What follows belongs to an exercise in optimizing a design on an open flow for small area; a production flow would make more cautious choices. Function was checked by simulation only, so behaviour that the tests miss may differ from the original. The clock port is modelled as an ideal driver; clocking choices that lean on that would not hold on a real chip. Power figures rest on the tool's default switching activity, not on a simulated workload.

Setup of v6:
==> flow/design.v (excerpt) <==
module i2c_master #(
 parameter [15:0]  p_DIV = 16'd500
) (
 input                           i_rst_n
,input                           i_local_clk
,input                           i_start
,input         [8:0]             i_req_num
,input         [7:0]             i_device_addr
,input         [7:0]             i_reg_addr
,input         [7:0]             i_wr_data
,output                          o_wr_done
,output        [7:0]             o_rd_data
,output                          o_rd_valid
,output                          o_busy
,output        [7:0]             o_reg_addr
,output        [7:0]             o_ack_erro
,output                          o_erro_valid
,output                          o_scl
,input                           i_sda
,output                          o_sda
);
Size in the first run: roughly 220 cells after synthesis, roughly 35 flip-flops, about 67 I/O pins, roughly 2100 um2 of cells after synthesis.
==> module i2c_master, before the edit <==
module i2c_master #(
 parameter [15:0]  p_DIV = 16'd500
) (
 input                           i_rst_n
,input                           i_local_clk
,input                           i_start
,input         [8:0]             i_req_num
,input         [7:0]             i_device_addr
,input         [7:0]             i_reg_addr
,input         [7:0]             i_wr_data
,output                          o_wr_done
,output        [7:0]             o_rd_data
,output                          o_rd_valid
,output                          o_busy
,output        [7:0]             o_reg_addr
,output        [7:0]             o_ack_erro
,output                          o_erro_valid
,output                          o_scl
,input                           i_sda
,output                          o_sda
);
localparam [1:0] K_SPEC = 2'b00;
localparam [1:0] K_BIT  = 2'b01;
localparam [1:0] K_ACK  = 2'b10;
localparam [1:0] K_STOP = 2'b11;
localparam [1:0] P_DEV  = 2'b00;
localparam [1:0] P_REG  = 2'b01;
localparam [1:0] P_DATA = 2'b10;
localparam [1:0] P_DEVR = 2'b11;
localparam [3:0] S_IDLE   = {K_SPEC, 2'b00};
localparam [3:0] S_START  = {K_SPEC, 2'b01};
localparam [3:0] S_START2 = {K_SPEC, 2'b11};
reg    [3:0]     r_st     ;
reg    [6:0]     r_q      ;
reg    [1:0]     r_p      ;
reg    [2:0]     r_bit    ;
reg    [8:0]     r_cnt    ;
reg    [7:0]     r_rd_data;
reg              r_scl    ;
reg              r_sda    ;
wire   [1:0] w_k = r_st[3:2];
wire   [1:0] w_ph = r_st[1:0];
wire   w_rd    = i_device_addr[0];
wire   w_qend  = (r_q == 7'b1010000);   
wire   w_q0    = (r_q == 7'd0);
wire   w_e499  = w_qend & (r_p == 2'd3);
wire   w_d0    = w_q0 & (r_p == 2'd0);
wire   w_last  = (i_req_num == r_cnt);
wire   w_idle  = (r_st == S_IDLE);
wire   w_dtack = (r_st == {K_ACK, P_DATA});
wire   w_nack  = i_sda & ~((w_ph == P_DATA) & w_rd);
assign o_busy       = ~w_idle;
assign o_scl        = r_scl;
assign o_sda        = r_sda;
assign o_rd_data    = r_rd_data;
assign o_reg_addr   = i_reg_addr + r_cnt[7:0];
assign o_rd_valid   = w_dtack & w_rd & w_d0;
assign o_wr_done    = w_dtack & ~w_rd & w_q0 & (r_p == 2'd3) & ~i_sda;
assign o_erro_valid = w_d0 & (w_k == K_STOP) & ((w_ph != P_DATA) | (~w_rd & i_sda));
assign o_ack_erro   = {4'd0, w_ph == P_DEVR, w_ph == P_DATA, w_ph == P_REG, w_ph == P_DEV};
always @(posedge i_local_clk) begin
	if(w_idle) begin
		r_q <= {6'd0, i_start};
		r_p <= 'd0;
	end else if(w_qend) begin
		r_q <= 'd0;
		r_p <= r_p + 1'b1;
	end else
		r_q <= {r_q[5:0], ~(r_q[6] ^ r_q[5])};
end
always @(posedge i_local_clk) begin
	if(w_k != K_BIT)
		r_bit <= 'd0;
	else if(w_e499)
		r_bit <= r_bit + 1'b1;
end
always @(posedge i_local_clk) begin
	if(w_idle)
		r_cnt <= 'd0;
	else if(w_dtack & w_d0)
		r_cnt <= r_cnt + 1'b1;
end
always @(posedge i_local_clk) begin
	if(w_e499)
		r_rd_data <= {r_rd_data[6:0], i_sda};
end
reg w_bit;
always @(*) begin
	case(w_ph)
		P_DEV:   w_bit = i_device_addr[~r_bit] & (r_bit != 3'd7);
		P_REG:   w_bit = i_reg_addr[~r_bit];
		P_DATA:  w_bit = i_wr_data[~r_bit] | w_rd;
		default: w_bit = i_device_addr[~r_bit];
	endcase
end
always @(posedge i_local_clk or negedge i_rst_n) begin
	if(~i_rst_n)
		r_sda <= 1'b1;
	else if(r_st == S_START)
		r_sda <= (r_p == 2'd0);
	else if(r_st == S_START2)
		r_sda <= ~r_p[1];
	else if(w_qend) case(r_p)
		2'd0: case(w_k)
			K_BIT:   r_sda <= w_bit;
			K_ACK:   r_sda <= ~((w_ph == P_DATA) & w_rd) | w_last;
			K_STOP:  r_sda <= 1'b0;
			default: r_sda <= 1'b1;
		endcase
		2'd2: if(w_k == K_STOP) r_sda <= 1'b1;
		default: ;
	endcase
end
always @(posedge i_local_clk or negedge i_rst_n) begin
	if(~i_rst_n)
		r_scl <= 1'b1;
	else case(r_st)
		S_IDLE:   r_scl <= 1'b1;
		S_START:  r_scl <= ~r_p[1];
		S_START2: r_scl <= r_p[1] ^ r_p[0];
		default:  r_scl <= r_p[1];
	endcase
end
always @(posedge i_local_clk or negedge i_rst_n) begin
	if(~i_rst_n)
		r_st <= S_IDLE;
	else if(w_idle) begin
		if(i_start) r_st <= S_START;
	end else if(w_e499) case(w_k)
		K_SPEC:  r_st <= (r_st == S_START) ? {K_BIT, P_DEV} : {K_BIT, P_DEVR};
		K_BIT:   if(r_bit == 3'd7) r_st <= {K_ACK, w_ph};
		K_ACK:
			if(w_nack)
				r_st <= {K_STOP, w_ph};
			else case(w_ph)
				P_DEV:   r_st <= {K_BIT, P_REG};
				P_REG:   r_st <= w_rd ? S_START2 : {K_BIT, P_DATA};
				P_DATA:  r_st <= w_last ? {K_STOP, P_DATA} : {K_BIT, P_DATA};
				default: r_st <= {K_BIT, P_DATA};
			endcase
		default: r_st <= S_IDLE;
	endcase
end
endmodule
Settings: LEC_CHECK=0, CAP_MARGIN=20, CORE_MARGIN=2, CORE_UTILIZATION=40, PLACE_DENSITY=0.6, SLEW_MARGIN=20; clock period 5.0 ns.
standard.sh (not shown) runs the stock make flow with config.mk's settings and CLKGATE_MAP_FILE= SYNTH_SCRIPT=/design/flow/synth_recipe.tcl, a recipe that flattens the netlist after the stock synthesis.
==> flow/flow/run.sh <==
#!/bin/bash
# Standard layout with four changes to how it is made:
#  - synthesis maps the logic with an area-oriented ABC script
#    (flow/abc_area.script) in place of ORFS's speed script; everything else
#    in the standard flow's synthesis script (synth_recipe.tcl) is kept as it is;
#  - the port buffers are made from the smallest buffer cell;
#  - the clock tree is built by flow/clktree.tcl (a balanced two-level tree
#    of four buffers) just before ORFS's CTS step;
#  - non-critical gates are downsized after global routing.
# Each tool's output is in standard.log (and ORFS's own logs under orfs/).
set -euo pipefail
here=$(pwd)
{
  echo "proc abc {args} {"
  echo "  set i [lsearch \$args -script]"
  echo "  lset args [expr {\$i + 1}] $here/flow/abc_area.script"
  echo "  yosys abc {*}\$args"
  echo "}"
  cat synth_recipe.tcl
} > synth_area.tcl
export BUFFER_PORTS_ARGS="-buffer_cell sky130_fd_sc_hd__buf_1"
export PRE_CTS_TCL=$here/flow/clktree.tcl
export RECOVER_POWER=100
bash standard.sh SYNTH_SCRIPT=$here/synth_area.tcl finish > standard.log 2>&1
Other scripts of this flow, unchanged in this note and not shown: flow/flow/abc_area.script, flow/flow/clktree.tcl
For v7, these inputs were changed with respect to v6:
-- flow/design.v --
<<< v6, line 54
assign o_sda        = r_sda;
assign o_rd_data    = r_rd_data;
assign o_reg_addr   = i_reg_addr + r_cnt[7:0];
assign o_rd_valid   = w_dtack & w_rd & w_d0;
assign o_wr_done    = w_dtack & ~w_rd & w_q0 & (r_p == 2'd3) & ~i_sda;
>>> v7, line 54
assign o_sda        = r_sda;
assign o_rd_data    = r_rd_data;
reg    [7:0] w_ra_c;
integer i;
always @(*) begin
	w_ra_c[0] = 1'b0;
	for(i = 0; i < 7; i = i + 1)
		w_ra_c[i+1] = (i_reg_addr[i] & r_cnt[i]) | ((i_reg_addr[i] ^ r_cnt[i]) & w_ra_c[i]);
end
assign o_reg_addr   = i_reg_addr ^ r_cnt[7:0] ^ w_ra_c;
reg    [8:0] w_cnt_c;
integer j;
always @(*) begin
	w_cnt_c[0] = w_dtack & w_d0;
	for(j = 0; j < 8; j = j + 1)
		w_cnt_c[j+1] = r_cnt[j] & w_cnt_c[j];
end
assign o_rd_valid   = w_dtack & w_rd & w_d0;
assign o_wr_done    = w_dtack & ~w_rd & w_q0 & (r_p == 2'd3) & ~i_sda;
<<< v6, line 65
	end else if(w_qend) begin
		r_q <= 'd0;
		r_p <= r_p + 1'b1;
	end else
		r_q <= {r_q[5:0], ~(r_q[6] ^ r_q[5])};
>>> v7, line 79
	end else if(w_qend) begin
		r_q <= 'd0;
		r_p <= {r_p[1] ^ r_p[0], ~r_p[0]};
	end else
		r_q <= {r_q[5:0], ~(r_q[6] ^ r_q[5])};
<<< v6, line 73
		r_bit <= 'd0;
	else if(w_e499)
		r_bit <= r_bit + 1'b1;
end
always @(posedge i_local_clk) begin
	if(w_idle)
		r_cnt <= 'd0;
	else if(w_dtack & w_d0)
		r_cnt <= r_cnt + 1'b1;
end
always @(posedge i_local_clk) begin
>>> v7, line 87
		r_bit <= 'd0;
	else if(w_e499)
		r_bit <= {r_bit[2] ^ (r_bit[1] & r_bit[0]), r_bit[1] ^ r_bit[0], ~r_bit[0]};
end
always @(posedge i_local_clk) begin
	if(w_idle)
		r_cnt <= 'd0;
	else
		r_cnt <= r_cnt ^ w_cnt_c;
end
always @(posedge i_local_clk) begin
==> comparison <==
Compare v7 and v6 | routed wire length per instance lower: v6
The share of total power in combinational logic number comes out lower for v7 vs v6.
From v6 to v7 the numbers moved as follows: final core utilization went up; shortest clock period the worst path allows after layout increased by 1.15 ns relative to the old numbers.
Summary of v7 over v6: clock share of power grew by 1.2 points; power after layout shrank by 7.1%.
Critical path depth essentially unchanged between v7 and v6.
Looking only at total routing resource utilization after global routing, and setting everything else aside, the higher value of v7 and v6 goes to v6.
Compared with v6, v7 shows sequential cell area share higher by 1.2 points.
The final period utilization of v7 is higher than that of v6.

separate check: timing with driven ports:
No port has a modelled driver above. Below, the same layouts with a new extraction and two added sets of constraints.
Step 1: set_driving_cell puts a clkbuf_16 on i_local_clk and a buf_2 on each other input, an assumption about the parent block.
Step 2 times the ports against the registers' clock, not the clock port: input delays grow and output delays shrink by t, the midpoint of the rising clock arrivals with the driver on.
a / b / c = no drivers / after step 1 / after step 2; a / b = the first two.
run | shift t [ns] | setup WS [ns] | hold WS [ns] | latest minus earliest clock arrival (ns)
v6 | 0.346 | 1.319 / 1.296 / 1.296 | 0.459 / 0.459 / 0.459 | 0.008 / 0.008
v7 | 0.354 | 0.165 / 0.143 / 0.143 | 0.445 / 0.445 / 0.445 | 0.007 / 0.007
After both steps every run listed still meets setup and hold. The setup slack of v6, which loses most, moves by -0.023 ns with the drivers and by -0.023 ns with both steps.
